This is an optimization exercise on Yosys and OpenROAD, whose aim is small area, not a production implementation.
Where RTL was checked, it was by simulation tests only, not by an equivalence proof against the original.
Function not checked in runs 1 and 2: the RTL went through the layout flow alone.
Power figures rest on the tool's default switching activity, not on a simulated workload.

==> flow/design.v <==
`timescale 1ns/10ps
module ISE(
 input               clk
,input               reset
,input       [4:0]   image_in_index
,input       [23:0]  pixel_in
,output              busy
,output              out_valid
,output      [1:0]   color_index
,output reg  [4:0]   image_out_index
);
reg     [13:0]  pc;          
reg             bcyc;        
reg             fin;         
assign busy = bcyc | fin;
wire            pc_last  = &pc;
wire            pc_zero5 = ~|pc[4:0];
wire            pc_zero  = ~|pc[13:5] & pc_zero5;
wire            lo_zone  = ~|pc[13:9];                  
wire            step     = lo_zone & (&pc[4:0]);        
wire            sorting  = fin & ~lo_zone;              
wire            after1   = fin & (pc[10] | (pc[9] & (|pc[8:5])));  
wire            freeze   = fin & pc[10] & pc[9] & pc[0];
always @(posedge clk or posedge reset)
begin
    if (reset) begin
        pc   <= 14'd0;
        bcyc <= 1'b0;
        fin  <= 1'b0;
    end else begin
        bcyc <= pc_last;
        fin  <= fin | (pc_last & (&image_in_index));
        if (pc_last | bcyc)
            pc <= 14'd0;
        else if (!freeze)
            pc <= pc + 14'd1;
    end
end
wire    [7:0]   r_data = pixel_in[23:16];
wire    [7:0]   g_data = pixel_in[15: 8];
wire    [7:0]   b_data = pixel_in[ 7: 0];
wire            r_en   = (r_data >= g_data) && (r_data >= b_data);
wire            g_en   = !r_en && (g_data >= b_data);
wire            b_en   = !r_en && !g_en;
wire            cnt_en = !busy && !pc_last;
reg     [13:0]  r_cnt, g_cnt;
reg     [21:0]  r_sum, g_sum, b_sum;
always @(posedge clk)
begin
    r_cnt <= (pc_zero ? 14'd0 : r_cnt) + {13'd0, cnt_en & r_en};
    g_cnt <= (pc_zero ? 14'd0 : g_cnt) + {13'd0, cnt_en & g_en};
    r_sum <= (pc_zero ? 22'd0 : r_sum) + {14'd0, (cnt_en & r_en) ? r_data : 8'd0};
    g_sum <= (pc_zero ? 22'd0 : g_sum) + {14'd0, (cnt_en & g_en) ? g_data : 8'd0};
    b_sum <= (pc_zero ? 22'd0 : b_sum) + {14'd0, (cnt_en & b_en) ? b_data : 8'd0};
end
wire    [13:0]  b_cnt = ~(r_cnt + g_cnt);
wire            dom_r = (r_cnt > g_cnt) && (r_cnt > b_cnt);
wire            dom_g = !dom_r && (g_cnt > r_cnt) && (g_cnt > b_cnt);
wire    [1:0]   dom   = dom_r ? 2'd0 : dom_g ? 2'd1 : 2'd2;
wire    [13:0]  n_sel = dom_r ? r_cnt : dom_g ? g_cnt : b_cnt;
wire    [21:0]  s_sel = dom_r ? r_sum : dom_g ? g_sum : b_sum;
reg     [575:0] ring;
wire    [17:0]  tail = ring[575:558];
wire    [4:0]   tidx = pc[4:0];          
reg     [27:0]  xr;
wire    [13:0]  d_r = xr[13:0];
wire    [13:0]  d_n = xr[27:14];
wire    [17:0]  best     = xr[17:0];
wire    [4:0]   best_idx = xr[22:18];
wire    [15:0]  d_t  = {1'b0, d_r, tail[15]} - {2'b00, d_n};
wire            d_ge = ~d_t[15];
wire            sent = after1 && (tidx == image_out_index);
wire    [17:0]  head = bcyc ? {dom, s_sel[7:0], 8'd0} :
                       step ? {tail[17:16], tail[14:0], d_ge} :
                       sent ? {2'd3, tail[15:0]} :
                              tail;
always @(posedge clk)
    ring <= {ring[557:0], head};
wire            take     = (tidx == 5'd0) || (head <= best);
wire    [4:0]   bidx_nxt = take ? tidx : best_idx;
always @(posedge clk)
begin
    if (bcyc)
        xr <= {n_sel, s_sel[21:8]};
    else if (step)
        xr[13:0] <= d_ge ? d_t[13:0] : {d_r[12:0], tail[15]};
    else if (sorting && take)
        xr[22:0] <= {tidx, head};
end
wire            pass_end = sorting & (&pc[4:0]);
assign out_valid   = after1 & pc_zero5;
assign color_index = best[17:16];
always @(posedge clk)
    if (pass_end)
        image_out_index <= bidx_nxt;
endmodule
==> flow/flow/run.sh <==
#!/bin/bash
# Standard ORFS layout (the standard.sh, unchanged synthesis), with:
#  - port buffers of the smallest buffer cell,
#  - clock tree synthesis without dummy loads.
set -euo pipefail
export BUFFER_PORTS_ARGS="-buffer_cell sky130_fd_sc_hd__buf_1"
export CTS_ARGS="-sink_clustering_enable -repair_clock_nets -buf_list sky130_fd_sc_hd__clkbuf_8 -sink_clustering_size 16 -sink_clustering_max_diameter 60 -dont_use_dummy_load"
bash standard.sh > standard_flow.log 2>&1
==> flow/standard.sh <==
#!/bin/bash
# synth_recipe.tcl (not shown) runs the flow's synth.tcl, then flattens the netlist and writes it again
# the make line also repeats each setting of config.mk as NAME=value (left out here)
make -C /OpenROAD-flow-scripts/flow DESIGN_CONFIG=/design/flow/config.mk WORK_HOME=/design/flow/orfs CLKGATE_MAP_FILE= SYNTH_SCRIPT=/design/flow/synth_recipe.tcl "${@:-finish}"
==> flow/config.mk <==
export PLATFORM = sky130hd
export DESIGN_NAME = ISE
export DESIGN_NICKNAME = ISE
export VERILOG_FILES = /design/flow/design.v
export SDC_FILE = /design/flow/constraint.sdc
export NUM_CORES = 4
export LEC_CHECK = 0
export CAP_MARGIN = 20
export CORE_MARGIN = 2
export CORE_UTILIZATION = 70
export CTS_BUF_LIST = sky130_fd_sc_hd__clkbuf_8
export CTS_CLUSTER_DIAMETER = 60
export CTS_CLUSTER_SIZE = 16
export PLACE_DENSITY = 0.8
export SLEW_MARGIN = 20
==> flow/constraint.sdc <==
create_clock -name core_clock -period 85.0 [get_ports {clk}]
set_input_delay 17.0000 -clock core_clock [delete_from_list [all_inputs] [get_ports {clk}]]
set_output_delay 17.0000 -clock core_clock [all_outputs]
set_load 0.01 [all_outputs]
==> key figures, run 1 <==
STA
  – Fmax: 47.74 MHz
  – Rel. slew slack: 0.3573
  – Fin crit period: 20.95 ns
  – Final setup violation count: 0
  – Worst-margin pin slew: 0.9605 ns
  – RSZ-0062 raised after global routing: no
  – Endpoints failing hold: 0
  – Sum of negative setup slack: 0 ns
  – Final worst path period share: 0.2464
  – Fin Clk Skew: 0.04691 ns
  – Setup ws final: 64.05 ns
  – Final Slew Violations: 0

Pwr
  – Sw Pwr: 0.1577 mW
  – Clock power frac: 0.250
  – Comb pwr share: 0.149
  – Leak: 10.37 nW
  – Sw frac: 0.2618
  – Reg power frac: 0.601
  – Power Dens Cells: 25.37 nW/um^2
  – P_int: 0.4447 mW
  – IR drop worst, VDD: 25.90 uV

Synth
  – Cell Area, Synth: 22510 um^2
  – Netlist cell types: 66
  – Yosys warnings: 1
  – Post-synthesis cell count: 1878
  – Post-synth ARST share: 0.02225
  – Post-synth EDFFs: 33
  – Synthesized area per cell: 11.99 um^2
  – Synth Register Bits: 719
  – Top FF cell, synth: dfxtp_1
  – Sequential area share after synthesis: 0.6576
  – Total nets after synthesis: 2055

Global route
  – Largest net degree at the start of global routing: 64
  – Antenna violations before repair: 0
  – GRT Util Overall: 0.2634
  – Total grt overflow: 0
  – Vias in the first global route: 13339
  – First-pass GRT wire length: 69380 um

Clock network
  – Clk sinks: 719
  – CTS clk-pin slew, worst paths: 0.09 ns
  – Clock Path Buffers: 3
  – Setup Fix Bufs, Post-CTS: 0
  – Post-cts sizing count: 0
  – H-tree levels: 2
  – Num CTS Buffers: 53
  – CTS tree: built
  – Root Buffer: clkbuf_8
  – Hold Buf Count CTS: 0
  – Clock latency on the worst-skew pair: 0.63 ns

Drt
  – Top layer in use: met4
  – Initial DRC count: 1102
  – Met3 WL: 2761 um
  – Post-Route WL: 42960 um
  – Drt drc: 0
  – DRT antenna net count: 0
  – Vias: 13207
  – Metal1 wirelength: 19220 um
  – DR vias/cell: 5.651
  – Drt first pass iters: 7
  – Routed wl met2: 19400 um
  – Avg WL per Cell: 18.38 um

Place
  – I/O Buffers: 39
  – Final RePlAce weighted congestion: 0.9046
  – Post-DP HPWL: 30830 um
  – DP Worst Slack: 63.47 ns

Setup path
  – CP max stage cell: a211oi_1
  – Buf/Inv on CP: 3
  – CP startpoint kind: primary input
  – CP max stage delay: 0.74 ns
  – Worst EP arrival: 21.44 ns
  – Crit path kind: primary input to register
  – Critical path's top delay family: compound AO/OA/AOI/OAI gates
  – Crit path max fanout: 9
  – Crit-path cells: buf_1, inv_1, ha_1, nand2b_1, a21o_1, a21o_1, a211o_1, a21oi_1, o21ai_0, and3b_1, and2_1, ha_1, inv_1, fa_1, nor2b_1, o21ai_0, a21boi_0, o21ai_0, a211oi_1, nand4_1, xor2_1, nor2_1
  – Crit. End Element: register
  – Critical path required time: 85.50 ns
  – Cell mode on critical path: o21ai_0

Floorplanning
  – Row cnt: 65
  – Die extent in y: 183.3 um
  – Die area: 33610 um^2
  – Io pins: 40
  – Core ar.: 31640 um^2
  – Die width: 183.3 um
  – Initial Utilization: 0.7116

Final layout
  – Fillers: 2060
  – Layout area overhead: 5.452%
  – Multi-input gate area: 7048 um^2
  – Layout cells sized above 1: 0.03979
  – Most common cell after layout, fill and taps aside: dfxtp_1
  – Commonest non-fill, non-tap cells in the layout: dfxtp_1 (670), ha_1 (141), nor2_1 (136)
  – # diodes: 0
  – Fin nets: 2114
  – Register area: 14800 um^2

Flow run
  – Max_cap viols: 0

Run status
  – Status: timing/DRC/antenna clean

Worst hold path
  – Tightest Hold Check Type: register to register
-- per-layer routing --
layer  global-route usage  vias up
li1                     -     6433
met1               0.3591     6243
met2               0.4236      425
met3              0.04468      106
met4               0.1030        0
met5                    0        -
-- power by group through the flow --
stage / registers, mW / clock network (mW) / logic [mW]
final: 0.362 / 0.151 / 0.0897
after global routing: 0.364 / 0.168 / 0.102
after CTS: 0.362 / 0.155 / 0.0889
after detailed placement: 0.370 / 0 / 0.0881
after global placement: 0.369 / 0 / 0.0849
after floorplan: 0.365 / 0 / 0.0692
-- worst register-to-register path: stages, from the launching register on --
cell       delay [ns]
dfxtp_1          0.47
inv_1            0.10
ha_1             0.38
o21bai_1         0.09
a21oi_1          0.29
o21ai_0          0.17
a221o_1          0.34
a211o_1          0.31
a21oi_1          0.17
xor2_1           0.29
ha_1             0.30
and3_1           0.17
a221oi_1         0.37
o31ai_1          0.13
and3_1           0.20
buf_4            0.25
a22o_1           0.31
a221oi_1         0.79
ha_1             0.40
a21o_1           0.17
a21oi_1          0.16
o2111ai_1        0.14
o21ai_1          0.62
nand3b_1         0.21
nand2_1          0.57
-- per-stage QoR --
step                hold slack, ns    util  instances  area, um^2  power, mW
finish                      0.2708  0.7504       2337       23740     0.6024
CTS                         0.2731  0.7504       2337       23740     0.6060
global placement            0.3098  0.7274       2284       23010     0.4540
global route                0.2707  0.7504       2337       23740     0.6337
detailed placement          0.3121  0.7274       2284       23010     0.4578
floorplan                   0.3096       -       1878       22510     0.4342
-- state kept, by name, summed over array words and instances (netlist names) --
register	cells
b_sum	22
pc	14
r_cnt	14
g_sum	22
ring	576
xr	28
g_cnt	14
image_out_index	5
fin	1
bcyc	1
r_sum	22
-- cells by family (layout without fill, tap and decap cells) --
group / Yosys count / in the layout / share of synthesized area
adders and majority gates: 146 / 146 / 0.08281
AOI/OAI and AO/OA: 286 / 286 / 0.08631
DFF: 719 / 719 / 0.6576
and+or+nand+nor: 447 / 447 / 0.09714
muxes: 10 / 10 / 0.004502
buffers and inverters: 162 / 219 / 0.02968
xor gates and xnor gates: 108 / 108 / 0.04201
-- final timing paths --
path / start / to / slack, ns / depth (start not counted)
setup reg to reg: r_cnt[2] / xr[12] / 77.23 / 24
hold reg to reg: ring[118] / ring[136] / 0.27 / 0
hold / removal: ring[118] / ring[136] / 0.27 / 0
min in group asynchronous: reset / pc[1] / 16.42 / 2
max in group asynchronous: reset / pc[7] / 68.17 / 2
setup / recovery: pixel_in[8] / b_sum[18] / 64.05 / 22
-- cells in the mapped netlist (4+ instances only) --
master	count	share of area
a211o_1	8	0.0031
a211oi_1	6	0.0020
a21boi_0	8	0.0027
a21o_1	25	0.0083
a21oi_1	67	0.015
a221o_1	7	0.0031
a221oi_1	18	0.0070
a22o_1	13	0.0051
a22oi_1	14	0.0047
a31oi_1	4	0.0011
and2_1	37	0.010
and3_1	26	0.0072
and4_1	4	0.0016
buf_2	15	0.0033
buf_4	5	0.0017
clkbuf_1	20	0.0033
dfrtp_1	16	0.018
dfxtp_1	670	0.60
edfxtp_1	33	0.044
fa_1	5	0.0044
ha_1	141	0.078
inv_1	118	0.020
mux2i_1	9	0.0040
nand2_1	96	0.016
nand2b_1	16	0.0044
nand3_1	32	0.0071
nand4_1	30	0.0083
nor2_1	136	0.023
nor2b_1	15	0.0042
nor3_1	21	0.0047
nor4_1	6	0.0017
o211ai_1	4	0.0013
o21a_1	17	0.0057
o21ai_0	49	0.011
o21bai_1	6	0.0020
o22ai_1	8	0.0022
o31ai_1	6	0.0020
or2_2	6	0.0017
or3_1	10	0.0028
xnor2_1	51	0.020
xor2_1	57	0.022
-- cell type report --
type | count | share of cell area
clock buffer | 53 | 0.03072
inverter | 118 | 0.01866
sequential | 719 | 0.6236
tap | 402 | 0.02119
multi-input combinational | 997 | 0.2969
timing repair buffer | 48 | 0.009012
==> run 2, diff against run 1 <==
==> flow/flow/run.sh (replaced) <==
#!/bin/bash
# The standard layout (standard.sh), with three changes:
#  - synthesis: the standard flow's script, but ABC maps with flow/area.abc (area oriented) and no
#    adder cells are forced in (ADDER_MAP_FILE empty); registers are unchanged,
#  - port buffers of the smallest buffer cell,
#  - clock tree synthesis without dummy loads.
# Each tool's output goes to ORFS's own logs; make's output to standard_flow.log.
set -euo pipefail
W=$PWD
{ head -n 1 synth_recipe.tcl; cat flow/abc_override.tcl; tail -n +2 synth_recipe.tcl; } > area_synth.tcl
export AREA_ABC_SCRIPT=$W/flow/area.abc
export BUFFER_PORTS_ARGS="-buffer_cell sky130_fd_sc_hd__buf_1"
export CTS_ARGS="-sink_clustering_enable -repair_clock_nets -buf_list sky130_fd_sc_hd__clkbuf_8 -sink_clustering_size 16 -sink_clustering_max_diameter 60 -dont_use_dummy_load"
bash standard.sh SYNTH_SCRIPT=$W/area_synth.tcl ADDER_MAP_FILE= finish > standard_flow.log 2>&1
==> flow/flow/abc_override.tcl (new file) <==
# Map with an area-oriented ABC script instead of the one ORFS's synthesis names;
# everything else in the synthesis is the standard one.
proc abc {args} {
  set i [lsearch -exact $args -script]
  if { $i >= 0 } {
    set args [lreplace $args [expr {$i+1}] [expr {$i+1}] $::env(AREA_ABC_SCRIPT)]
  }
  yosys abc {*}$args
}
==> flow/flow/area.abc (new file) <==
strash
ifraig
scorr
dc2
strash
dch -f
amap
topo
==> key figures, run 2 <==
Final layout
  – Largest Register: ring
  – Layout area overhead: 6.896%
  – Max reg flops: 576 (unchanged)
  – Commonest non-fill, non-tap cells in the layout: dfxtp_1 (670), nor2_1 (304), clkinv_1 (168)
  – Fin nets: 1996 (-5.6%)
  – Largest regs: ring x576, xr x28
  – Layout cells sized above 1: 0.03311 (-0.006681)
  – # diodes: 0 (unchanged)
  – Final Util: 0.7621 (+0.01170)
  – Most common cell after layout, fill and taps aside: dfxtp_1

Setup path
  – CP startpoint kind: primary input
  – Source of the critical timing path: pixel_in[1]
  – Critical path destination: g_sum[20]
  – Critical path's top delay family: simple AND/OR/NAND/NOR gates
  – R2r endpoint: xr[6]
  – Critical path required time: 85.56 ns (+0.06 ns)
  – Crit. End Element: register
  – FF-to-FF setup slack: 75.58 ns (-1.65 ns)
  – Buf/Inv on CP: 5 (+2)
  – CP max stage cell: nor2_1
  – R2R cell count: 46 (+92%)
  – Worst EP arrival: 23.40 ns (+1.96 ns)
  – Crit path max fanout: 7 (-2)
  – Worst r2r src: r_cnt[1]
  – CP max stage delay: 0.34 ns (-0.40 ns)
  – CP Depth: 43 (+95%)
  – Crit path kind: primary input to register
  – Cell mode on critical path: nor2_1

Drt
  – DR vias/cell: 5.798 (+2.6%)
  – Vias: 13608 (+3.0%)
  – Drt first pass iters: 5 (-2)
  – Post-Route WL: 44430 um (+3.4%)
  – Metal1 wirelength: 18620 um (-3.1%)
  – Initial DRC count: 1215 (+10%)
  – Routed wl met2: 20840 um (+7.4%)
  – Drt drc: 0 (unchanged)
  – Met3 WL: 2841 um (+2.9%)
  – Avg WL per Cell: 18.93 um (+3.0%)
  – DRT antenna net count: 0 (unchanged)
  – Top layer in use: met4

Synth
  – Synth top area share: 0.6519 (+0.05616)
  – Synth top cells by count: dfxtp_1 (670), nor2_1 (304), clkinv_1 (168)
  – Top cell type by total area after synthesis: dfxtp_1
  – Top FF cell, synth: dfxtp_1
  – Total nets after synthesis: 1894 (-7.8%)
  – Yosys warnings: 1 (unchanged)
  – Sequential area share after synthesis: 0.7195 (+0.06198)
  – Synthesized area per cell: 11.04 um^2 (-7.9%)
  – Most common cell in the synthesized netlist: dfxtp_1
  – Post-synthesis cell count: 1863 (-0.80%)
  – Netlist cell types: 50 (-24%)
  – Synth Register Bits: 719 (unchanged)
  – Cell Area, Synth: 20570 um^2 (-8.6%)
  – Post-synth EDFFs: 33 (unchanged)
  – Post-synth ARST share: 0.02225 (unchanged)
  – Synth area leaders: dfxtp_1 (65%), nor2_1 (5.5%), edfxtp_1 (4.8%)

STA
  – Rel. slew slack: 0.2701 (-0.08720)
  – Min Hold Slack: 0.2892 ns (+0.01836 ns)
  – Fmax: 43.78 MHz (-8.3%)
  – Endpoints failing hold: 0 (unchanged)
  – Fin crit period: 22.84 ns (+1.896 ns)
  – Fin Clk Skew: 0.09954 ns (+0.05263 ns)
  – Worst-margin pin slew: 1.095 ns (+0.1343 ns)
  – Final worst path period share: 0.2687 (+0.02230)
  – Final Slew Violations: 0 (unchanged)
  – Final setup violation count: 0 (unchanged)
  – RSZ-0062 raised after global routing: no
  – Sum of negative setup slack: 0 ns (unchanged)

Clock network
  – CTS clk-pin slew, worst paths: 0.09 ns (about the same)
  – Root Buffer: clkbuf_8
  – CTS tree: built
  – Num CTS Buffers: 52 (-1.9%)
  – Hold Buf Count CTS: 0 (unchanged)
  – Setup Fix Bufs, Post-CTS: 0 (unchanged)
  – H-tree levels: 2 (unchanged)
  – Post-cts sizing count: 0 (unchanged)
  – Clk sinks: 719 (unchanged)
  – Clock Path Buffers: 3 (unchanged)
  – Clock latency on the worst-skew pair: 0.63 ns (about the same)

Pwr
  – P_int: 0.3946 mW (-11%)
  – Sw Pwr: 0.09730 mW (-38%)
  – Clock power frac: 0.306 (+0.056)
  – Overall power: 0.4919 mW (-18%)
  – Power Dens Cells: 22.37 nW/um^2 (-12%)
  – Reg power frac: 0.689 (+0.088)
  – Leak: 8.240 nW (-21%)
  – IR drop worst, VDD: 17.80 uV (-31%)
  – Sw frac: 0.1978 (-0.06403)
  – Comb pwr share: 0.005 (-0.144)

Global route
  – GRT Util Overall: 0.2917 (+0.02831)
  – Largest net degree at the start of global routing: 58 (-9.4%)
  – First-pass GRT wire length: 70310 um (+1.3%)
  – Vias in the first global route: 13242 (-0.73%)
  – Antenna violations before repair: 0 (unchanged)
  – Total grt overflow: 0 (unchanged)

Worst hold path
  – Tightest Hold Check Type: register to register
  – Hold Crit Depth: 0 (unchanged)

Floorplanning
  – Die area: 30780 um^2 (-8.4%)
  – Die extent in y: 175.4 um (-4.3%)
  – Io pins: 40 (unchanged)
  – Initial Utilization: 0.7130 (+0.001325)
  – Row cnt: 62 (-4.6%)
  – Core ar.: 28860 um^2 (-8.8%)
  – Die width: 175.4 um (-4.3%)

Place
  – I/O Buffers: 39 (unchanged)
  – Post-DP HPWL: 30350 um (-1.6%)
  – Final RePlAce weighted congestion: 0.9513 (+5.2%)

Flow run
  – Max_cap viols: 0 (unchanged)

Run status
  – Status: timing/DRC/antenna clean
## run 2: changes by cell type in the layout (fill, tap and decap cells not counted), moves of 27 or more
cell,change
clkinv_1,+168
nor2_1,+168
ha_1,-141
inv_1,-118
xor2_1,-56
o21a_1,+51
o22ai_1,+50
xnor2_1,-48
a21oi_1,+46
and2_1,-37
o21ai_0,+32
nand4_1,-27
## run 2: metal layers
layer,track usage,up-vias
met2,0.4798,584
met4,0.1353,0
met3,0.04545,158
met5,0,-
li1,-,6533
met1,0.3836,6333
## run 2: how the worst min path moves through the flow
| stage | startpoint | to | slack (ns) |
|---|---|---|---|
| floorplan | ring[82] | ring[100] | 0.31 |
| global placement | ring[17] | ring[35] | 0.31 |
| detailed placement | ring[158] | ring[176] | 0.31 |
| CTS | ring[392] | ring[410] | 0.28 |
| global route | ring[392] | ring[410] | 0.28 |
| finish | ring[392] | ring[410] | 0.29 |
## run 2: through the flow
step,cell area (um^2),setup WS [ns],cells
detailed placement,21280,61.66,2295
CTS,21990,62.28,2347
finish,21990,62.16,2347
floorplan,20570,62.87,1863
global placement,21280,62.08,2295
global route,21990,61.39,2347
## run 2: area by class of cell
class,instances,area [um^2]
flip-flops and latches,719,14800
fillers,1785,6864
multi-input cells,974,5134
clock buffers,52,715.7
inverters,168,630.6
well taps,384,480.5
repair buffers,50,229.0
## run 2: kinds of logic (layout without fill, tap and decap cells)
family                 count (synthesis)  in the layout  synth area share
AO/OA/AOI/OAI                        454            454            0.1439
XOR/XNOR                               4              4          0.001703
AND/OR/NAND/NOR                      516            516            0.1034
buffers and inverters                170            270           0.03138
flip-flops                           719            719            0.7195
## run 2: power by group through the flow
stage / Clock (mW) / Combinational (mW) / Sequential, mW
2_1_floorplan: 0 / 0.00142 / 0.347
3_3_place_gp: 0 / 0.00268 / 0.347
3_5_place_dp: 0 / 0.00268 / 0.347
4_1_cts: 0.153 / 0.00270 / 0.339
5_1_grt: 0.164 / 0.00305 / 0.339
6_report: 0.150 / 0.00270 / 0.339
==> run 3, diff against run 2 <==
--- a/flow/design.v
+++ b/flow/design.v
@@ -10,4 +10,17 @@
 ,output reg  [4:0]   image_out_index
 );
+function carry18;
+    input [17:0] a;
+    input [17:0] b;
+    input        cin;
+    integer      i;
+    reg          c;
+    begin
+        c = cin;
+        for (i = 0; i < 18; i = i + 1)
+            c = (a[i] & b[i]) | (a[i] & c) | (b[i] & c);
+        carry18 = c;
+    end
+endfunction
 reg     [13:0]  pc;          
 reg             bcyc;        
@@ -55,6 +68,10 @@
 end
 wire    [13:0]  b_cnt = ~(r_cnt + g_cnt);
-wire            dom_r = (r_cnt > g_cnt) && (r_cnt > b_cnt);
-wire            dom_g = !dom_r && (g_cnt > r_cnt) && (g_cnt > b_cnt);
+wire            r_gt_g = carry18({4'hf, r_cnt}, {4'h0, ~g_cnt}, 1'b0);
+wire            g_gt_r = carry18({4'hf, g_cnt}, {4'h0, ~r_cnt}, 1'b0);
+wire            r_gt_b = r_cnt[13] | carry18({4'hf, r_cnt[12:0], 1'b0}, {4'h0, g_cnt}, 1'b0);
+wire            g_gt_b = g_cnt[13] | carry18({4'hf, g_cnt[12:0], 1'b0}, {4'h0, r_cnt}, 1'b0);
+wire            dom_r = r_gt_g && r_gt_b;
+wire            dom_g = g_gt_r && g_gt_b;
 wire    [1:0]   dom   = dom_r ? 2'd0 : dom_g ? 2'd1 : 2'd2;
 wire    [13:0]  n_sel = dom_r ? r_cnt : dom_g ? g_cnt : b_cnt;
@@ -77,5 +94,5 @@
 always @(posedge clk)
     ring <= {ring[557:0], head};
-wire            take     = (tidx == 5'd0) || (head <= best);
+wire            take     = (tidx == 5'd0) || carry18(best, ~head, 1'b1);    
 wire    [4:0]   bidx_nxt = take ? tidx : best_idx;
 always @(posedge clk)
==> flow/flow/area.abc (replaced) <==
strash
ifraig
scorr
dc2
strash
dch -f
amap -F 4
strash
dc2
dch -f
amap -F 4
topo
==> key figures, run 3 <==
Synth
  – Top FF cell, synth: dfxtp_1
  – Synth top cells by count: dfxtp_1 (670), nor2_1 (228), clkinv_1 (139)
  – Synthesized area per cell: 11.49 um^2 (+4.1%)
  – Synth Register Bits: 719 (unchanged)
  – Synth area leaders: dfxtp_1 (67%), edfxtp_1 (4.9%), nor2_1 (4.3%)
  – Total nets after synthesis: 1774 (-6.3%)
  – Most common cell in the synthesized netlist: dfxtp_1
  – Yosys warnings: 1 (unchanged)
  – Sequential area share after synthesis: 0.7391 (+0.01955)
  – Post-synthesis cell count: 1743 (-6.4%)
  – Synth top area share: 0.6696 (+0.01771)
  – Netlist cell types: 43 (-14%)
  – Cell Area, Synth: 20030 um^2 (-2.6%)
  – Post-synth ARST share: 0.02225 (unchanged)
  – Top cell type by total area after synthesis: dfxtp_1
  – Post-synth EDFFs: 33 (unchanged)

STA
  – Fin crit period: 23.66 ns (+0.8174 ns)
  – Fmax: 42.27 MHz (-3.5%)
  – Min Hold Slack: 0.2849 ns (-0.004257 ns)
  – Sum of negative setup slack: 0 ns (unchanged)
  – Final worst path period share: 0.2784 (+0.009616)
  – Final Slew Violations: 0 (unchanged)
  – Worst-margin pin slew: 0.7726 ns (-0.3223 ns)
  – Fin Clk Skew: 0.07842 ns (-0.02113 ns)
  – Final setup violation count: 0 (unchanged)
  – RSZ-0062 raised after global routing: no
  – Setup ws final: 61.34 ns (-0.8174 ns)
  – Rel. slew slack: 0.4716 (+0.2016)
  – Endpoints failing hold: 0 (unchanged)

Clock network
  – Clk sinks: 719 (unchanged)
  – Num CTS Buffers: 52 (unchanged)
  – Post-cts sizing count: 0 (unchanged)
  – Hold Buf Count CTS: 0 (unchanged)
  – Root Buffer: clkbuf_8
  – Setup Fix Bufs, Post-CTS: 0 (unchanged)
  – Clock Path Buffers: 3 (unchanged)
  – H-tree levels: 2 (unchanged)
  – Clock latency on the worst-skew pair: 0.62 ns (about the same)
  – CTS tree: built
  – CTS clk-pin slew, worst paths: 0.10 ns (about the same)

Floorplanning
  – Die area: 29980 um^2 (-2.6%)
  – Io pins: 40 (unchanged)
  – Die width: 173.2 um (-1.3%)
  – Die extent in y: 173.2 um (-1.3%)
  – Core ar.: 28010 um^2 (-2.9%)
  – Row cnt: 61 (-1.6%)
  – Initial Utilization: 0.7151 (+0.002130)

Drt
  – Post-Route WL: 42440 um (-4.5%)
  – DR vias/cell: 5.825 (+0.47%)
  – DRT antenna net count: 0 (unchanged)
  – Vias: 12932 (-5.0%)
  – Drt drc: 0 (unchanged)
  – Avg WL per Cell: 19.12 um (+0.98%)
  – Initial DRC count: 1362 (+12%)
  – Drt first pass iters: 6 (+1)

Pwr
  – Clock power frac: 0.306 (about the same)
  – Leak: 7.991 nW (-3.0%)
  – Sw Pwr: 0.09725 mW (about the same)
  – P_int: 0.3946 mW (about the same)
  – Sw frac: 0.1977 (about the same)
  – Power Dens Cells: 22.94 nW/um^2 (+2.6%)
  – Overall power: 0.4919 mW (about the same)
  – Comb pwr share: 0.005 (about the same)
  – Reg power frac: 0.689 (about the same)
  – IR drop worst, VDD: 24.39 uV (+37%)

Place
  – Placed cells: 2168 (-5.5%)
  – I/O Buffers: 39 (unchanged)
  – Final RePlAce weighted congestion: 0.9390 (-1.3%)
  – Post-DP HPWL: 28360 um (-6.6%)
  – DP Worst Slack: 61.25 ns (-0.4077 ns)
  – Cell Area, Placed: 20720 um^2 (-2.6%)

Final layout
  – Fin cells: 2220 (-5.4%)
  – Most common cell after layout, fill and taps aside: dfxtp_1
  – # diodes: 0 (unchanged)
  – Final Util: 0.7654 (+0.003260)
  – Largest Register: ring
  – Fillers: 1675 (-6.2%)
  – Design area: 21440 um^2 (-2.5%)
  – Layout cells sized above 1: 0.03529 (+0.002175)
  – Commonest non-fill, non-tap cells in the layout: dfxtp_1 (670), nor2_1 (227), clkinv_1 (139)
  – Fin nets: 1875 (-6.1%)
  – Layout area overhead: 7.033%
  – Max reg flops: 576 (unchanged)
  – Largest regs: ring x576, xr x28

Setup path
  – Worst r2r src: xr[0]
  – Crit path kind: primary input to register
  – Crit path max fanout: 10 (+3)
  – Source of the critical timing path: pixel_in[9]
  – Cell mode on critical path: nor2_1
  – CP startpoint kind: primary input
  – CP max stage delay: 0.52 ns (+0.18 ns)
  – CP max stage cell: nor2_1
  – Worst EP arrival: 24.19 ns (+0.79 ns)
  – Crit. End Element: register
  – Critical path required time: 85.53 ns (-0.03 ns)

Worst hold path
  – HP Start: ring[69]
  – Tightest Hold Check Type: register to register

Global route
  – First-pass GRT wire length: 67050 um (-4.6%)
  – Antenna violations before repair: 0 (unchanged)
  – Largest net degree at the start of global routing: 59 (+1.7%)
  – GRT Util Overall: 0.2843 (-0.007394)
  – Vias in the first global route: 12624 (-4.7%)
  – Total grt overflow: 0 (unchanged)

Flow run
  – Max_cap viols: 0 (unchanged)

Run status
  – Status: timing/DRC/antenna clean
## run 3: area by class of cell
cell class,instances,area [um^2],share of cell area
Sequential cell,719,14800,0.6905
Multi-Input combinational cell,883,4703,0.2194
Clock buffer,52,715.7,0.03338
Inverter,139,521.8,0.02434
Tap cell,378,473.0,0.02206
Timing Repair Buffer,49,221.5,0.01033
## run 3: cells by family after synthesis
logic type / after synthesis / synth area share
DFF: 719 / 0.7391
AOI/OAI and AO/OA: 451 / 0.1445
and+or+nand+nor: 432 / 0.08964
buffers and inverters: 141 / 0.02680
## run 3: worst paths after layout
check                           slack, ns  cells after the start   endpoint
worst min register to register       0.28                      0   ring[87]
worst min-delay path                 0.28                      0   ring[87]
worst max-delay path                61.34                     40  g_sum[21]
worst max register to register      75.17                     55      xr[1]
min in group asynchronous           16.37                      2      pc[2]
max in group asynchronous           68.34                      2      pc[1]
## run 3: critical path: cells and delay by family
kind | cells | cell delay, ns
simple gates | 28 | 5.29
compound gates | 9 | 1.41
buf+inv | 3 | 0.51
## run 3: power by group through the flow
stage / logic [mW] / clock network, mW / registers [mW]
floorplan: 0.00134 / 0 / 0.347
global placement: 0.00236 / 0 / 0.347
detailed placement: 0.00244 / 0 / 0.347
CTS: 0.00246 / 0.154 / 0.339
global route: 0.00283 / 0.165 / 0.339
finish: 0.00248 / 0.151 / 0.339
## run 3: routing by layer
metal	wire length (um)	GRT usage	vias up	share of wire
met5	0	0	-	0
met4	1564	0.1105	0	0.037
met3	3319	0.05453	120	0.078
met2	20230	0.4768	563	0.48
met1	17320	0.3678	6084	0.41
li1	-	-	6165	-
==> run 4, diff against run 3 <==
--- a/flow/design.v
+++ b/flow/design.v
@@ -30,9 +30,12 @@
 wire            pc_zero5 = ~|pc[4:0];
 wire            pc_zero  = ~|pc[13:5] & pc_zero5;
-wire            lo_zone  = ~|pc[13:9];                  
-wire            step     = lo_zone & (&pc[4:0]);        
-wire            sorting  = fin & ~lo_zone;              
-wire            after1   = fin & (pc[10] | (pc[9] & (|pc[8:5])));  
-wire            freeze   = fin & pc[10] & pc[9] & pc[0];
+wire            ge544    = (|pc[13:10]) | (pc[9] & (|pc[8:5]));   
+wire            ge576    = (|pc[13:10]) | (pc[9] & (|pc[8:6]));   
+wire            visit    = ~ge544 & (&pc[4:0]);                   
+wire            serial   = ~ge544 & (|pc[13:5]) & ~pc[4] & ~(&pc[3:0]);  
+wire            bit14    = pc[3:0] == 4'd14;
+wire            sorting  = fin & ge544;                           
+wire            after1   = fin & ge576;
+wire            freeze   = fin & pc[10] & pc[9] & pc[5] & pc[0];
 always @(posedge clk or posedge reset)
 begin
@@ -80,16 +83,21 @@
 wire    [17:0]  tail = ring[575:558];
 wire    [4:0]   tidx = pc[4:0];          
-reg     [27:0]  xr;
-wire    [13:0]  d_r = xr[13:0];
-wire    [13:0]  d_n = xr[27:14];
+reg     [28:0]  xr;
+wire    [14:0]  d_r = xr[14:0];
+wire    [13:0]  d_n = xr[28:15];
 wire    [17:0]  best     = xr[17:0];
 wire    [4:0]   best_idx = xr[22:18];
-wire    [15:0]  d_t  = {1'b0, d_r, tail[15]} - {2'b00, d_n};
-wire            d_ge = ~d_t[15];
+reg             d_q;         
+reg             d_s;         
+reg             d_c;         
+wire            s_m  = (~bit14 & d_n[0]) ^ d_q;
+wire            s_ci = (pc[3:0] == 4'd0) ? d_q : d_c;
+wire            s_o  = d_s ^ s_m ^ s_ci;
+wire            s_co = (d_s & s_m) | (d_s & s_ci) | (s_m & s_ci);
 wire            sent = after1 && (tidx == image_out_index);
-wire    [17:0]  head = bcyc ? {dom, s_sel[7:0], 8'd0} :
-                       step ? {tail[17:16], tail[14:0], d_ge} :
-                       sent ? {2'd3, tail[15:0]} :
-                              tail;
+wire    [17:0]  head = bcyc  ? {dom, s_sel[7:0], 8'd0} :
+                       visit ? {tail[17:16], tail[14:0], d_q} :
+                       sent  ? {2'd3, tail[15:0]} :
+                               tail;
 always @(posedge clk)
     ring <= {ring[557:0], head};
@@ -98,10 +106,21 @@
 always @(posedge clk)
 begin
-    if (bcyc)
-        xr <= {n_sel, s_sel[21:8]};
-    else if (step)
-        xr[13:0] <= d_ge ? d_t[13:0] : {d_r[12:0], tail[15]};
-    else if (sorting && take)
+    if (bcyc) begin
+        xr  <= {n_sel, 1'b0, s_sel[21:8]};
+        d_q <= 1'b1;
+    end else if (serial) begin
+        xr[14:0] <= {s_o, d_r[14:1]};
+        if (!bit14)
+            xr[28:15] <= {d_n[0], d_n[13:1]};
+        else
+            d_q <= ~s_o;
+    end else if (sorting && take)
         xr[22:0] <= {tidx, head};
+    if (visit)
+        d_s <= tail[15];
+    else if (serial)
+        d_s <= d_r[0];
+    if (serial)
+        d_c <= s_co;
 end
 wire            pass_end = sorting & (&pc[4:0]);
--- a/flow/flow/run.sh
+++ b/flow/flow/run.sh
@@ -11,4 +11,4 @@
 export AREA_ABC_SCRIPT=$W/flow/area.abc
 export BUFFER_PORTS_ARGS="-buffer_cell sky130_fd_sc_hd__buf_1"
-export CTS_ARGS="-sink_clustering_enable -repair_clock_nets -buf_list sky130_fd_sc_hd__clkbuf_8 -sink_clustering_size 16 -sink_clustering_max_diameter 60 -dont_use_dummy_load"
+export CTS_ARGS="-sink_clustering_enable -repair_clock_nets -buf_list sky130_fd_sc_hd__clkbuf_16 -sink_clustering_size 24 -sink_clustering_max_diameter 50 -dont_use_dummy_load"
 bash standard.sh SYNTH_SCRIPT=$W/area_synth.tcl ADDER_MAP_FILE= finish > standard_flow.log 2>&1
==> key figures, run 4 <==
Worst hold path
  – Tightest Hold Check Type: register to register

Drt
  – DR vias/cell: 5.831 (about the same)
  – Initial DRC count: 1393 (+2.3%)
  – Avg WL per Cell: 19.43 um (+1.6%)
  – Drt drc: 0 (unchanged)
  – Vias: 12665 (-2.1%)
  – Drt first pass iters: 8 (+2)
  – Post-Route WL: 42200 um (-0.57%)
  – DRT antenna net count: 0 (unchanged)

Flow run
  – Max_cap viols: 0 (unchanged)

Synth
  – Synthesized area per cell: 11.67 um^2 (+1.6%)
  – Most common cell in the synthesized netlist: dfxtp_1
  – Cell Area, Synth: 19880 um^2 (-0.74%)
  – Post-synth ARST share: 0.02213 (-0.0001231)
  – Synth top cells by count: dfxtp_1 (672), nor2_1 (218), clkinv_1 (142)
  – Top FF cell, synth: dfxtp_1
  – Total nets after synthesis: 1734 (-2.3%)
  – Post-synth EDFFs: 35 (+6.1%)
  – Top cell type by total area after synthesis: dfxtp_1
  – Yosys warnings: 1 (unchanged)
  – Synth top area share: 0.6767 (+0.007029)
  – Synth area leaders: dfxtp_1 (68%), edfxtp_1 (5.3%), nor2_1 (4.1%)
  – Sequential area share after synthesis: 0.7497 (+0.01057)
  – Netlist cell types: 45 (+4.7%)
  – Synth Register Bits: 723 (+0.56%)
  – Post-synthesis cell count: 1703 (-2.3%)

Final layout
  – Largest regs: ring x576, xr x29
  – Fillers: 1611 (-3.8%)
  – Register area: 14900 um^2 (+0.68%)
  – Commonest non-fill, non-tap cells in the layout: dfxtp_1 (672), nor2_1 (217), clkinv_1 (142)
  – Multi-input gate area: 4436 um^2 (-5.7%)
  – Final Util: 0.7764 (+0.01098)
  – Largest Register: ring
  – Layout area overhead: 8.785%
  – Design area: 21630 um^2 (+0.88%)
  – Fin nets: 1826 (-2.6%)
  – Layout cells sized above 1: 0.03067 (-0.004613)
  – Max reg flops: 576 (unchanged)
  – Most common cell after layout, fill and taps aside: dfxtp_1

Pwr
  – Reg power frac: 0.640 (-0.049)
  – IR drop worst, VDD: 22.82 uV (-6.4%)
  – Leak: 8.102 nW (+1.4%)
  – Sw frac: 0.1931 (-0.004655)
  – Clock power frac: 0.355 (+0.049)
  – P_int: 0.4298 mW (+8.9%)
  – Overall power: 0.5326 mW (+8.3%)
  – Comb pwr share: 0.005 (about the same)
  – Power Dens Cells: 24.63 nW/um^2 (+7.3%)
  – Sw Pwr: 0.1028 mW (+5.7%)

Clock network
  – Clk sinks: 723 (+0.56%)
  – Num CTS Buffers: 42 (-19%)
  – H-tree levels: 2 (unchanged)
  – Clock Path Buffers: 3 (unchanged)
  – CTS clk-pin slew, worst paths: 0.08 ns (-0.02 ns)
  – Setup Fix Bufs, Post-CTS: 0 (unchanged)
  – Clock latency on the worst-skew pair: 0.57 ns (-0.05 ns)
  – Root Buffer: clkbuf_16
  – CTS tree: built
  – Post-cts sizing count: 0 (unchanged)
  – Hold Buf Count CTS: 0 (unchanged)

Global route
  – GRT Util Overall: 0.2826 (-0.001717)
  – Largest net degree at the start of global routing: 61 (+3.4%)
  – Vias in the first global route: 12385 (-1.9%)
  – Antenna violations before repair: 2 (+2)
  – Total grt overflow: 0 (unchanged)
  – First-pass GRT wire length: 66520 um (-0.79%)

Place
  – Final RePlAce weighted congestion: 0.9120 (-2.9%)
  – I/O Buffers: 39 (unchanged)
  – Post-DP HPWL: 24950 um (-12%)
  – DP Worst Slack: 61.51 ns (+0.2591 ns)
  – Cell Area, Placed: 20570 um^2 (-0.72%)

STA
  – Fin crit period: 23.19 ns (-0.4739 ns)
  – Worst-margin pin slew: 0.8842 ns (+0.1117 ns)
  – Final Slew Violations: 0 (unchanged)
  – Fmax: 43.13 MHz (+2.0%)
  – Sum of negative setup slack: 0 ns (unchanged)
  – Setup ws final: 61.81 ns (+0.4739 ns)
  – RSZ-0062 raised after global routing: no
  – Endpoints failing hold: 0 (unchanged)
  – Final setup violation count: 0 (unchanged)
  – Final worst path period share: 0.2728 (-0.005575)
  – Rel. slew slack: 0.4083 (-0.06332)
  – Fin Clk Skew: 0.08710 ns (+0.008680 ns)

Setup path
  – Critical path required time: 85.43 ns (-0.10 ns)
  – CP max stage delay: 0.61 ns (+0.09 ns)
  – Critical path's top delay family: simple AND/OR/NAND/NOR gates
  – Worst EP arrival: 23.61 ns (-0.58 ns)
  – Cell mode on critical path: nor2_1
  – Buf/Inv on CP: 4 (+1)
  – CP startpoint kind: primary input
  – Crit path max fanout: 8 (-2)
  – Crit. End Element: register
  – Crit path kind: primary input to register
  – CP max stage cell: nor4_1

Floorplanning
  – Row cnt: 61 (unchanged)
  – Core ar.: 27860 um^2 (-0.54%)
  – Io pins: 40 (unchanged)
  – Initial Utilization: 0.7137 (-0.001426)
  – Die width: 172.5 um (-0.36%)
  – Die extent in y: 172.5 um (-0.36%)
  – Die area: 29770 um^2 (-0.73%)

Run status
  – Status: timing/DRC/antenna clean
run 4: changes by cell type in the layout (fill, tap and decap cells not counted), sizes merged, moves of 10 or more:
cell    previous run  this run
o22ai             57        45
a22oi             41        16
o21ai             83        93
a222oi             3        14
clkbuf            52        42
nand2            123       140
a21oi            116        96
o221ai            25        54
a221oi            14         1
nor2             228       218
run 4: path summary, 6_finish.rpt:
| path | from | to | slack [ns] | depth (start not counted) |
|---|---|---|---|---|
| max reg2reg | r_cnt[1] | xr[13] | 76.80 | 46 |
| min | ring[51] | ring[69] | 0.29 | 0 |
| min in group asynchronous | reset | pc[11] | 16.41 | 2 |
| max in group asynchronous | reset | pc[7] | 68.23 | 2 |
| min reg2reg | ring[51] | ring[69] | 0.29 | 0 |
| max | pixel_in[9] | g_sum[21] | 61.81 | 40 |
run 4: final cells by class:
class | count | area share
Timing Repair Buffer | 50 | 0.01059
Sequential cell | 723 | 0.6891
Multi-Input combinational cell | 836 | 0.2051
Tap cell | 378 | 0.02187
Antenna cell | 1 | 0.0001157
Inverter | 142 | 0.02464
Clock buffer | 42 | 0.04859
run 4: cell families (layout without fill, tap and decap cells):
| kind of cell | Yosys count | in the layout | synth area share |
|---|---|---|---|
| compound gates | 411 | 411 | 0.1347 |
| buf+inv | 144 | 234 | 0.02756 |
| other cells | 0 | 1 | 0 |
| simple gates | 425 | 425 | 0.08804 |
| flops | 723 | 723 | 0.7497 |
run 4: through the flow:
step / hold slack [ns] / std cells
6_report: 0.2851 / 2172
5_1_grt: 0.2820 / 2171
4_1_cts: 0.2801 / 2171
3_5_place_dp: 0.3121 / 2129
3_3_place_gp: 0.3099 / 2129
2_1_floorplan: 0.3096 / 1703
run 4: worst register-to-register path, delay by kind of cell, from the launching register on:
family	cells	cell delay, ns
AOI/OAI and AO/OA	19	2.76
buffers and inverters	7	1.77
DFF	1	0.40
and+or+nand+nor	20	2.83
run 4: metal layers:
metal,vias to the layer above,wire length (um),track usage,share of wire
li1,6017,-,-,-
met1,5889,17360,0.3696,0.41
met2,610,19580,0.4521,0.46
met3,147,3446,0.06508,0.082
met4,2,1810,0.1303,0.043
met5,-,7,0,0.00017
run 4: power groups by stage:
stage	combinational, mW	clock, mW	sequential (mW)
CTS	0.00260	0.191	0.341
floorplan	0.00133	0	0.349
finish	0.00258	0.189	0.341
detailed placement	0.00259	0	0.349
global placement	0.00260	0	0.349
global route	0.00291	0.203	0.341
==> run 5, diff against run 4 <==
--- a/flow/flow/run.sh
+++ b/flow/flow/run.sh
@@ -11,4 +11,4 @@
 export AREA_ABC_SCRIPT=$W/flow/area.abc
 export BUFFER_PORTS_ARGS="-buffer_cell sky130_fd_sc_hd__buf_1"
-export CTS_ARGS="-sink_clustering_enable -repair_clock_nets -buf_list sky130_fd_sc_hd__clkbuf_16 -sink_clustering_size 24 -sink_clustering_max_diameter 50 -dont_use_dummy_load"
+export CTS_ARGS="-sink_clustering_enable -repair_clock_nets -buf_list {sky130_fd_sc_hd__clkbuf_8 sky130_fd_sc_hd__clkbuf_16} -sink_clustering_size 20 -sink_clustering_max_diameter 50 -dont_use_dummy_load"
 bash standard.sh SYNTH_SCRIPT=$W/area_synth.tcl ADDER_MAP_FILE= finish > standard_flow.log 2>&1
==> key figures, run 5 <==
Final layout
  – Max reg flops: 576 (unchanged)
  – Design area: 21730 um^2 (+0.46%)
  – Largest Register: ring
  – Layout area overhead: 9.289%
  – Layout cells sized above 1: 0.03283 (+0.002158)
  – Fin nets: 1830 (+0.22%)
  – Most common cell after layout, fill and taps aside: dfxtp_1
  – Commonest non-fill, non-tap cells in the layout: dfxtp_1 (672), nor2_1 (217), clkinv_1 (142)
  – Largest regs: ring x576, xr x29

Place
  – I/O Buffers: 39 (unchanged)
  – Final RePlAce weighted congestion: 0.9120 (unchanged)
  – Cell Area, Placed: 20570 um^2 (unchanged)
  – Post-DP HPWL: 24950 um (unchanged)

STA
  – Final setup violation count: 0 (unchanged)
  – Fin Clk Skew: 0.07546 ns (-0.01164 ns)
  – Final worst path period share: 0.2751 (+0.002299)
  – Fmax: 42.77 MHz (-0.84%)
  – Final Slew Violations: 0 (unchanged)
  – Endpoints failing hold: 0 (unchanged)
  – RSZ-0062 raised after global routing: no
  – Sum of negative setup slack: 0 ns (unchanged)
  – Rel. slew slack: 0.3878 (-0.02056)
  – Fin crit period: 23.38 ns (+0.1954 ns)
  – Min Hold Slack: 0.2691 ns (-0.01604 ns)
  – Worst-margin pin slew: 0.9150 ns (+0.03072 ns)

Global route
  – GRT Util Overall: 0.2891 (+0.006522)
  – Antenna violations before repair: 0 (-2)
  – First-pass GRT wire length: 68480 um (+2.9%)
  – Vias in the first global route: 12712 (+2.6%)
  – Largest net degree at the start of global routing: 61 (unchanged)
  – Total grt overflow: 0 (unchanged)

Drt
  – Routed wl met2: 20120 um (+2.8%)
  – Initial DRC count: 1378 (-1.1%)
  – Post-Route WL: 42970 um (+1.8%)
  – Met3 WL: 3185 um (-7.6%)
  – Top layer in use: met4
  – DRT antenna net count: 0 (unchanged)
  – Drt drc: 0 (unchanged)
  – Vias: 12773 (+0.85%)
  – DR vias/cell: 5.870 (+0.67%)
  – Avg WL per Cell: 19.75 um (+1.6%)
  – Metal1 wirelength: 17670 um (+1.8%)
  – Drt first pass iters: 5 (-3)

Setup path
  – CP max stage delay: 0.67 ns (+0.06 ns)
  – CP Depth: 40 (unchanged)
  – Crit path max fanout: 8 (unchanged)
  – Crit path kind: primary input to register
  – CP max stage cell: nor4_1
  – Cell mode on critical path: nor2_1
  – Critical path's top delay family: simple AND/OR/NAND/NOR gates
  – Buf/Inv on CP: 4 (unchanged)
  – CP startpoint kind: primary input
  – Worst EP arrival: 23.82 ns (+0.21 ns)
  – R2R cell count: 46 (unchanged)
  – Crit. End Element: register
  – Critical path required time: 85.44 ns (about the same)

Synth
  – Post-synthesis cell count: 1703 (unchanged)
  – Post-synth EDFFs: 35 (unchanged)
  – Yosys warnings: 1 (unchanged)
  – Synth top cells by count: dfxtp_1 (672), nor2_1 (218), clkinv_1 (142)
  – Top cell type by total area after synthesis: dfxtp_1
  – Netlist cell types: 45 (unchanged)
  – Total nets after synthesis: 1734 (unchanged)
  – Post-synth ARST share: 0.02213 (unchanged)
  – Synth Register Bits: 723 (unchanged)
  – Synth top area share: 0.6767 (unchanged)
  – Cell Area, Synth: 19880 um^2 (unchanged)
  – Synthesized area per cell: 11.67 um^2 (unchanged)
  – Sequential area share after synthesis: 0.7497 (unchanged)
  – Most common cell in the synthesized netlist: dfxtp_1
  – Synth area leaders: dfxtp_1 (68%), edfxtp_1 (5.3%), nor2_1 (4.1%)
  – Top FF cell, synth: dfxtp_1

Worst hold path
  – Hold Crit Depth: 0 (unchanged)
  – Tightest Hold Check Type: register to register

Floorplanning
  – Row cnt: 61 (unchanged)
  – Die extent in y: 172.5 um (unchanged)
  – Io pins: 40 (unchanged)
  – Die width: 172.5 um (unchanged)
  – Initial Utilization: 0.7137 (unchanged)
  – Die area: 29770 um^2 (unchanged)
  – Core ar.: 27860 um^2 (unchanged)

Clock network
  – Setup Fix Bufs, Post-CTS: 0 (unchanged)
  – CTS tree: built
  – Hold Buf Count CTS: 0 (unchanged)
  – CTS clk-pin slew, worst paths: 0.09 ns (about the same)
  – Num CTS Buffers: 46 (+9.5%)
  – Post-cts sizing count: 0 (unchanged)
  – Root Buffer: clkbuf_16
  – Clock Path Buffers: 3 (unchanged)
  – Clk sinks: 723 (unchanged)
  – Clock latency on the worst-skew pair: 0.57 ns (about the same)
  – H-tree levels: 2 (unchanged)

Pwr
  – Overall power: 0.5421 mW (+1.8%)
  – P_int: 0.4376 mW (+1.8%)
  – IR drop worst, VDD: 21.80 uV (-4.5%)
  – Sw Pwr: 0.1045 mW (+1.7%)
  – Reg power frac: 0.629 (-0.011)
  – Sw frac: 0.1928 (-0.0002610)
  – Leak: 8.152 nW (+0.61%)
  – Comb pwr share: 0.005 (about the same)
  – Power Dens Cells: 24.95 nW/um^2 (+1.3%)
  – Clock power frac: 0.367 (+0.012)

Run status
  – Status: timing/DRC/antenna clean

Flow run
  – Max_cap viols: 0 (unchanged)
-- run 5: cell counts after synthesis --
No cell type changed its count.
-- run 5: cell families (layout without fill, tap and decap cells) --
| family | Yosys count | count (layout) | synth area share |
|---|---|---|---|
| flip-flops | 723 | 723 | 0.7497 |
| AND/OR/NAND/NOR | 425 | 425 | 0.08804 |
| AO/OA/AOI/OAI | 411 | 411 | 0.1347 |
| buffers and inverters | 144 | 238 | 0.02756 |
| other | 0 | 1 | 0 |
-- run 5: final cells by class --
cell class | count | area, um^2
fill | 1571 | 6130
multi-input combinational | 836 | 4436
sequential | 723 | 14900
antenna | 1 | 2.502
clock buffer | 46 | 1151
timing repair buffer | 50 | 229.0
inverter | 142 | 533.0
tap | 378 | 473.0
-- run 5: routing by layer --
layer	track usage	vias to the layer above
met4	0.1250	0
met5	0	-
li1	-	6009
met3	0.05013	172
met2	0.4764	650
met1	0.3803	5942
-- run 5: worst paths after layout --
path | start | slack (ns) | endpoint
worst min register to register | ring[51] | 0.27 | ring[69]
worst max register to register | r_cnt[2] | 76.60 | xr[13]
worst min-delay path | ring[51] | 0.27 | ring[69]
max in group asynchronous | reset | 68.24 | pc[7]
min in group asynchronous | reset | 16.39 | pc[12]
worst max-delay path | pixel_in[9] | 61.62 | g_sum[21]
-- run 5: through the flow --
stage          worst slack, ns  instances  utilization
3_5_place_dp             61.51       2129       0.7386
5_1_grt                  60.70       2175       0.7799
2_1_floorplan            62.79       1703            -
4_1_cts                  61.80       2175       0.7799
6_report                 61.62       2176       0.7800
3_3_place_gp             61.74       2129       0.7386
-- run 5: worst reg2reg max path, delay by kind of cell, from the launching register on --
kind                   cells  cell delay [ns]
AO/OA/AOI/OAI             19             2.87
AND/OR/NAND/NOR           20             2.87
buffers and inverters      7             1.81
flip-flops                 1             0.43
-- run 5: power by group through the flow --
stage	Clock [mW]	Combinational, mW	Sequential (mW)
finish	0.199	0.00258	0.341
floorplan	0	0.00133	0.349
global placement	0	0.00260	0.349
CTS	0.201	0.00260	0.341
detailed placement	0	0.00259	0.349
global route	0.212	0.00291	0.341
==> run 6, diff against run 5 <==
--- a/flow/flow/run.sh
+++ b/flow/flow/run.sh
@@ -11,4 +11,4 @@
 export AREA_ABC_SCRIPT=$W/flow/area.abc
 export BUFFER_PORTS_ARGS="-buffer_cell sky130_fd_sc_hd__buf_1"
-export CTS_ARGS="-sink_clustering_enable -repair_clock_nets -buf_list {sky130_fd_sc_hd__clkbuf_8 sky130_fd_sc_hd__clkbuf_16} -sink_clustering_size 20 -sink_clustering_max_diameter 50 -dont_use_dummy_load"
+export CTS_ARGS="-sink_clustering_enable -repair_clock_nets -buf_list sky130_fd_sc_hd__clkbuf_4 -sink_clustering_size 10 -sink_clustering_max_diameter 40 -dont_use_dummy_load"
 bash standard.sh SYNTH_SCRIPT=$W/area_synth.tcl ADDER_MAP_FILE= finish > standard_flow.log 2>&1
==> key figures, run 6 <==
Run status
  – Status: timing/DRC/antenna clean

Final layout
  – Max reg flops: 576 (unchanged)
  – Final Util: 0.7615 (-0.01850)
  – Fillers: 1744 (+11%)
  – Most common cell after layout, fill and taps aside: dfxtp_1
  – Layout area overhead: 6.696%
  – Commonest non-fill, non-tap cells in the layout: dfxtp_1 (672), nor2_1 (217), clkinv_1 (142)
  – Layout cells sized above 1: 0.05286 (+0.02003)
  – Design area: 21210 um^2 (-2.4%)
  – Register area: 14900 um^2 (unchanged)
  – Multi-input gate area: 4436 um^2 (unchanged)
  – Largest regs: ring x576, xr x29
  – Fin cells: 2216 (+1.8%)
  – Largest Register: ring
  – Fin nets: 1868 (+2.1%)

Synth
  – Total nets after synthesis: 1734 (unchanged)
  – Post-synthesis cell count: 1703 (unchanged)
  – Multiplexer area fraction after synthesis: 0 (unchanged)
  – Cell Area, Synth: 19880 um^2 (unchanged)
  – Post-synth EDFFs: 35 (unchanged)
  – Synth top cells by count: dfxtp_1 (672), nor2_1 (218), clkinv_1 (142)
  – Post-Synth Adder-Cell Area: 0 (unchanged)
  – Post-synthesis xor/xnor area fraction: 0 (unchanged)
  – Largest family of logic cells by synthesized area: compound AO/OA/AOI/OAI gates
  – Sequential area share after synthesis: 0.7497 (unchanged)
  – Synth area leaders: dfxtp_1 (68%), edfxtp_1 (5.3%), nor2_1 (4.1%)
  – Synth Area in Compound Gates: 0.1347 (unchanged)
  – Top cell type by total area after synthesis: dfxtp_1
  – Area share of and/or/nand/nor cells after synthesis: 0.08804 (unchanged)
  – Netlist cell types: 45 (unchanged)
  – Yosys warnings: 1 (unchanged)
  – Top FF cell, synth: dfxtp_1
  – Most common cell in the synthesized netlist: dfxtp_1
  – Synthesized area per cell: 11.67 um^2 (unchanged)
  – Post-synth ARST share: 0.02213 (unchanged)
  – Synth top area share: 0.6767 (unchanged)
  – Synth Register Bits: 723 (unchanged)

Setup path
  – Cell mode on critical path: nor2_1
  – Critical path destination: g_sum[21]
  – CP max stage delay: 0.58 ns (-0.09 ns)
  – CP max stage cell: nor4_1
  – Crit. End Element: register
  – Critical path required time: 85.59 ns (+0.15 ns)
  – R2r endpoint: xr[13]
  – FF-to-FF setup slack: 76.99 ns (+0.39 ns)
  – Worst r2r src: r_cnt[2]
  – Crit path kind: primary input to register
  – Crit path max fanout: 8 (unchanged)
  – Worst EP arrival: 23.39 ns (-0.43 ns)
  – Source of the critical timing path: pixel_in[9]
  – CP startpoint kind: primary input
  – R2R cell count: 46 (unchanged)

Floorplanning
  – Row cnt: 61 (unchanged)
  – Die extent in y: 172.5 um (unchanged)
  – Die area: 29770 um^2 (unchanged)
  – Io pins: 40 (unchanged)
  – Die width: 172.5 um (unchanged)
  – Initial Utilization: 0.7137 (unchanged)
  – Core ar.: 27860 um^2 (unchanged)

Pwr
  – Leak: 7.971 nW (-2.2%)
  – IR drop worst, VDD: 17.01 uV (-22%)
  – Power Dens Cells: 22.83 nW/um^2 (-8.5%)
  – Overall power: 0.4843 mW (-11%)

Place
  – Final RePlAce weighted congestion: 0.9120 (unchanged)
  – Placed cells: 2129 (unchanged)
  – Cell Area, Placed: 20570 um^2 (unchanged)
  – I/O Buffers: 39 (unchanged)
  – Post-DP HPWL: 24950 um (unchanged)

STA
  – Sum of negative setup slack: 0 ns (unchanged)
  – Worst-margin pin slew: 0.8891 ns (-0.02582 ns)
  – Final setup violation count: 0 (unchanged)
  – Endpoints failing hold: 0 (unchanged)
  – Rel. slew slack: 0.4050 (+0.01728)
  – Fmax: 43.85 MHz (+2.5%)
  – RSZ-0062 raised after global routing: no
  – Final Slew Violations: 0 (unchanged)
  – Fin crit period: 22.80 ns (-0.5777 ns)
  – Final worst path period share: 0.2683 (-0.006796)
  – Fin Clk Skew: 0.06984 ns (-0.005618 ns)

Drt
  – Drt drc: 0 (unchanged)
  – DR vias/cell: 5.585 (-4.9%)
  – Vias: 12376 (-3.1%)
  – DRT antenna net count: 0 (unchanged)
  – Initial DRC count: 1183 (-14%)
  – Avg WL per Cell: 16.87 um (-15%)
  – Drt first pass iters: 8 (+3)
  – Post-Route WL: 37380 um (-13%)

Clock network
  – Clock Path Buffers: 3 (unchanged)
  – CTS clk-pin slew, worst paths: 0.10 ns (about the same)
  – Root Buffer: clkbuf_4
  – Clk sinks: 723 (unchanged)
  – Clock latency on the worst-skew pair: 0.73 ns (+0.16 ns)
  – Setup Fix Bufs, Post-CTS: 0 (unchanged)
  – Num CTS Buffers: 84 (+83%)
  – H-tree levels: 3 (+1)
  – Hold Buf Count CTS: 0 (unchanged)
  – Post-cts sizing count: 0 (unchanged)
  – CTS tree: built

Flow run
  – Max_cap viols: 0 (unchanged)

Global route
  – Antenna violations before repair: 1 (+1)
  – Total grt overflow: 0 (unchanged)
  – Largest net degree at the start of global routing: 61 (unchanged)
  – First-pass GRT wire length: 61350 um (-10%)
  – GRT Util Overall: 0.2568 (-0.03229)
  – Vias in the first global route: 12086 (-4.9%)

Worst hold path
  – Tightest Hold Check Type: register to register
  – HP Start: ring[468]
run 6: cell counts after synthesis:
No cell type changed its count.
run 6: worst min-delay path by stage:
stage           endpoint  depth (start not counted)
6_report       ring[486]                          0
5_1_grt        ring[520]                          0
4_1_cts        ring[199]                          0
3_5_place_dp   ring[163]                          0
3_3_place_gp   ring[442]                          0
2_1_floorplan  ring[100]                          0
run 6: final cells by class:
class	instances	area share
Inverter	142	0.02513
Timing Repair Buffer	50	0.01079
Antenna cell	3	0.0003539
Tap cell	378	0.02230
Sequential cell	723	0.7026
Clock buffer	84	0.02973
Multi-Input combinational cell	836	0.2091
run 6: kinds of logic (layout without fill, tap and decap cells):
family	after synthesis	count (layout)
and+or+nand+nor	425	425
AOI/OAI and AO/OA	411	411
DFF	723	723
other	0	3
buffers and inverters	144	276
run 6: report_power, final:
part	internal (mW)	switching, mW
Sequential	0.341	0
Combinational	0.000959	0.00162
Clock	0.0456	0.0953
Total	0.387	0.0969
run 6: routing by layer:
layer / part of all wire / vias to the layer above / global-route usage / wire length (um)
li1: - / 6130 / - / -
met1: 0.44 / 5761 / 0.3436 / 16490
met2: 0.47 / 385 / 0.4170 / 17560
met3: 0.063 / 100 / 0.05541 / 2341
met4: 0.026 / 0 / 0.09330 / 986
met5: 0 / - / 0 / 0
run 6: critical path, delay by kind of cell:
kind                   cells  cell delay [ns]
and+or+nand+nor           25             4.33
AOI/OAI and AO/OA         11             1.44
buffers and inverters      4             0.64
run 6: metrics by stage:
stage,setup slack (ns),hold slack [ns]
after global placement,61.74,0.3099
after global routing,61.18,0.2946
final,62.20,0.2884
after detailed placement,61.51,0.3121
after CTS,62.24,0.2814
after floorplan,62.79,0.3096
==> run 7, diff against run 6 <==
--- a/flow/flow/run.sh
+++ b/flow/flow/run.sh
@@ -11,4 +11,4 @@
 export AREA_ABC_SCRIPT=$W/flow/area.abc
 export BUFFER_PORTS_ARGS="-buffer_cell sky130_fd_sc_hd__buf_1"
-export CTS_ARGS="-sink_clustering_enable -repair_clock_nets -buf_list sky130_fd_sc_hd__clkbuf_4 -sink_clustering_size 10 -sink_clustering_max_diameter 40 -dont_use_dummy_load"
+export CTS_ARGS="-sink_clustering_enable -repair_clock_nets -buf_list sky130_fd_sc_hd__clkbuf_8 -sink_clustering_size 16 -sink_clustering_max_diameter 60 -dont_use_dummy_load"
 bash standard.sh SYNTH_SCRIPT=$W/area_synth.tcl ADDER_MAP_FILE= finish > standard_flow.log 2>&1
==> key figures, run 7 <==
Synth
  – Netlist cell types: 45 (unchanged)
  – Top cell type by total area after synthesis: dfxtp_1
  – Synthesized area per cell: 11.67 um^2 (unchanged)
  – Most common cell in the synthesized netlist: dfxtp_1
  – Post-synth EDFFs: 35 (unchanged)
  – Post-synth ARST share: 0.02213 (unchanged)
  – Post-synthesis cell count: 1703 (unchanged)
  – Total nets after synthesis: 1734 (unchanged)
  – Synth area leaders: dfxtp_1 (68%), edfxtp_1 (5.3%), nor2_1 (4.1%)
  – Sequential area share after synthesis: 0.7497 (unchanged)

Place
  – I/O Buffers: 39 (unchanged)
  – Final RePlAce weighted congestion: 0.9120 (unchanged)
  – Cell Area, Placed: 20570 um^2 (unchanged)

Clock network
  – H-tree levels: 2 (-1)
  – Clk sinks: 723 (unchanged)
  – Hold Buf Count CTS: 0 (unchanged)
  – Root Buffer: clkbuf_8
  – Clock latency on the worst-skew pair: 0.60 ns (-0.13 ns)
  – Setup Fix Bufs, Post-CTS: 0 (unchanged)
  – CTS clk-pin slew, worst paths: 0.09 ns (about the same)
  – Clock Path Buffers: 3 (unchanged)

Drt
  – Avg WL per Cell: 16.99 um (+0.71%)
  – DR vias/cell: 5.563 (-0.39%)
  – Drt first pass iters: 9 (+1)
  – DRT antenna net count: 0 (unchanged)
  – Vias: 12138 (-1.9%)
  – Post-Route WL: 37070 um (-0.83%)

Setup path
  – Critical path required time: 85.48 ns (-0.11 ns)
  – Crit path kind: primary input to register
  – CP max stage delay: 0.60 ns (+0.02 ns)
  – Crit path max fanout: 8 (unchanged)
  – Crit. End Element: register
  – CP startpoint kind: primary input
  – Buf/Inv on CP: 4 (unchanged)
  – CP max stage cell: nor4_1

Floorplanning
  – Die width: 172.5 um (unchanged)
  – Io pins: 40 (unchanged)
  – Core ar.: 27860 um^2 (unchanged)
  – Row cnt: 61 (unchanged)
  – Die area: 29770 um^2 (unchanged)

Global route
  – Largest net degree at the start of global routing: 61 (unchanged)
  – First-pass GRT wire length: 60740 um (-0.99%)
  – Total grt overflow: 0 (unchanged)
  – Vias in the first global route: 11890 (-1.6%)
  – Antenna violations before repair: 0 (-1)

Final layout
  – Layout area overhead: 7.099%
  – Largest Register: ring
  – Most common cell after layout, fill and taps aside: dfxtp_1
  – Fin cells: 2182 (-1.5%)
  – Fin nets: 1836 (-1.7%)
  – Layout cells sized above 1: 0.03605 (-0.01681)
  – Max reg flops: 576 (unchanged)
  – Commonest non-fill, non-tap cells in the layout: dfxtp_1 (672), nor2_1 (217), clkinv_1 (142)

Pwr
  – Reg power frac: 0.693 (-0.011)
  – P_int: 0.3965 mW (+2.3%)
  – Sw frac: 0.1936 (-0.006423)
  – Power Dens Cells: 23.09 nW/um^2 (+1.1%)
  – Leak: 7.959 nW (-0.16%)
  – Sw Pwr: 0.09520 mW (-1.7%)
  – Overall power: 0.4917 mW (+1.5%)
  – IR drop worst, VDD: 20.26 uV (+19%)

STA
  – Final Slew Violations: 0 (unchanged)
  – Worst-margin pin slew: 0.8932 ns (+0.004078 ns)
  – Min Hold Slack: 0.2947 ns (+0.006322 ns)
  – Rel. slew slack: 0.4023 (-0.002729)
  – Fin crit period: 22.97 ns (+0.1703 ns)
  – Final setup violation count: 0 (unchanged)
  – RSZ-0062 raised after global routing: no
  – Endpoints failing hold: 0 (unchanged)

Run status
  – Status: timing/DRC/antenna clean

Flow run
  – Max_cap viols: 0 (unchanged)
-- run 7: cell counts after synthesis --
Identical to the previous run, type by type.
-- run 7: area by class of cell --
cell class	instances	area [um^2]
fill	1701	6565
multi-input combinational	836	4436
antenna	1	2.502
timing repair buffer	50	229.0
sequential	723	14900
clock buffer	52	715.7
inverter	142	533.0
tap	378	473.0
-- run 7: final timing paths --
check / to / start / cells past startpoint / slack [ns]
max reg2reg: xr[13] / r_cnt[2] / 46 / 76.98
min: ring[38] / ring[20] / 0 / 0.29
max in group asynchronous: pc[7] / reset / 2 / 68.27
min reg2reg: ring[38] / ring[20] / 0 / 0.29
min in group asynchronous: pc[10] / reset / 2 / 16.35
max: g_sum[21] / pixel_in[9] / 40 / 62.03
-- run 7: cells by family (layout without fill, tap and decap cells) --
group	count (synthesis)	in the layout	synth area share
flip-flops	723	723	0.7497
buffers and inverters	144	244	0.02756
AO/OA/AOI/OAI	411	411	0.1347
other	0	1	0
AND/OR/NAND/NOR	425	425	0.08804
-- run 7: routing by layer --
layer  GRT usage  vias up  routed length, um
met5           0        -                  0
met4     0.07514        0                899
met3     0.04222       76               2244
met2      0.4111      380              17250
met1      0.3513     5643              16680
li1            -     6039                  -
-- run 7: power by group through the flow --
stage,Sequential [mW],Clock (mW),Combinational (mW)
4_1_cts,0.341,0.152,0.00260
3_3_place_gp,0.349,0,0.00260
3_5_place_dp,0.349,0,0.00259
6_report,0.341,0.148,0.00258
5_1_grt,0.341,0.164,0.00291
2_1_floorplan,0.349,0,0.00133
-- run 7: per-stage QoR --
| stage | util | worst slack (ns) |
|---|---|---|
| after floorplan | - | 62.79 |
| after global placement | 0.7386 | 61.74 |
| after detailed placement | 0.7386 | 61.51 |
| after CTS | 0.7642 | 62.13 |
| after global routing | 0.7642 | 61.06 |
| final | 0.7643 | 62.03 |

[afterwards: timing with drivers on the ports]
No port has a modelled driver above. Below, the same layouts with a new extraction and two added sets of constraints. Step 1 sets driving cells, clkbuf_16 on the clock port and buf_2 on the other inputs (assumed; they add their load-dependent delay and slew). Step 2 times the ports against the registers' clock, not the clock port: input delays grow and output delays shrink by t, the midpoint of the rising clock arrivals with the driver on. Slacks: ideal ports / drivers / drivers and shift; pairs: ideal ports / drivers.
run	t, ns	setup WS [ns]
run 1	0.664	64.053 / 64.080 / 63.416
run 2	0.629	62.157 / 62.183 / 61.554
run 3	0.625	61.340 / 61.365 / 60.739
run 4	0.584	61.814 / 61.843 / 61.259
run 5	0.582	61.618 / 61.646 / 61.064
run 6	0.744	62.196 / 62.227 / 61.483
run 7	0.611	62.026 / 62.051 / 61.440
After both steps setup and hold are still met in every run listed.
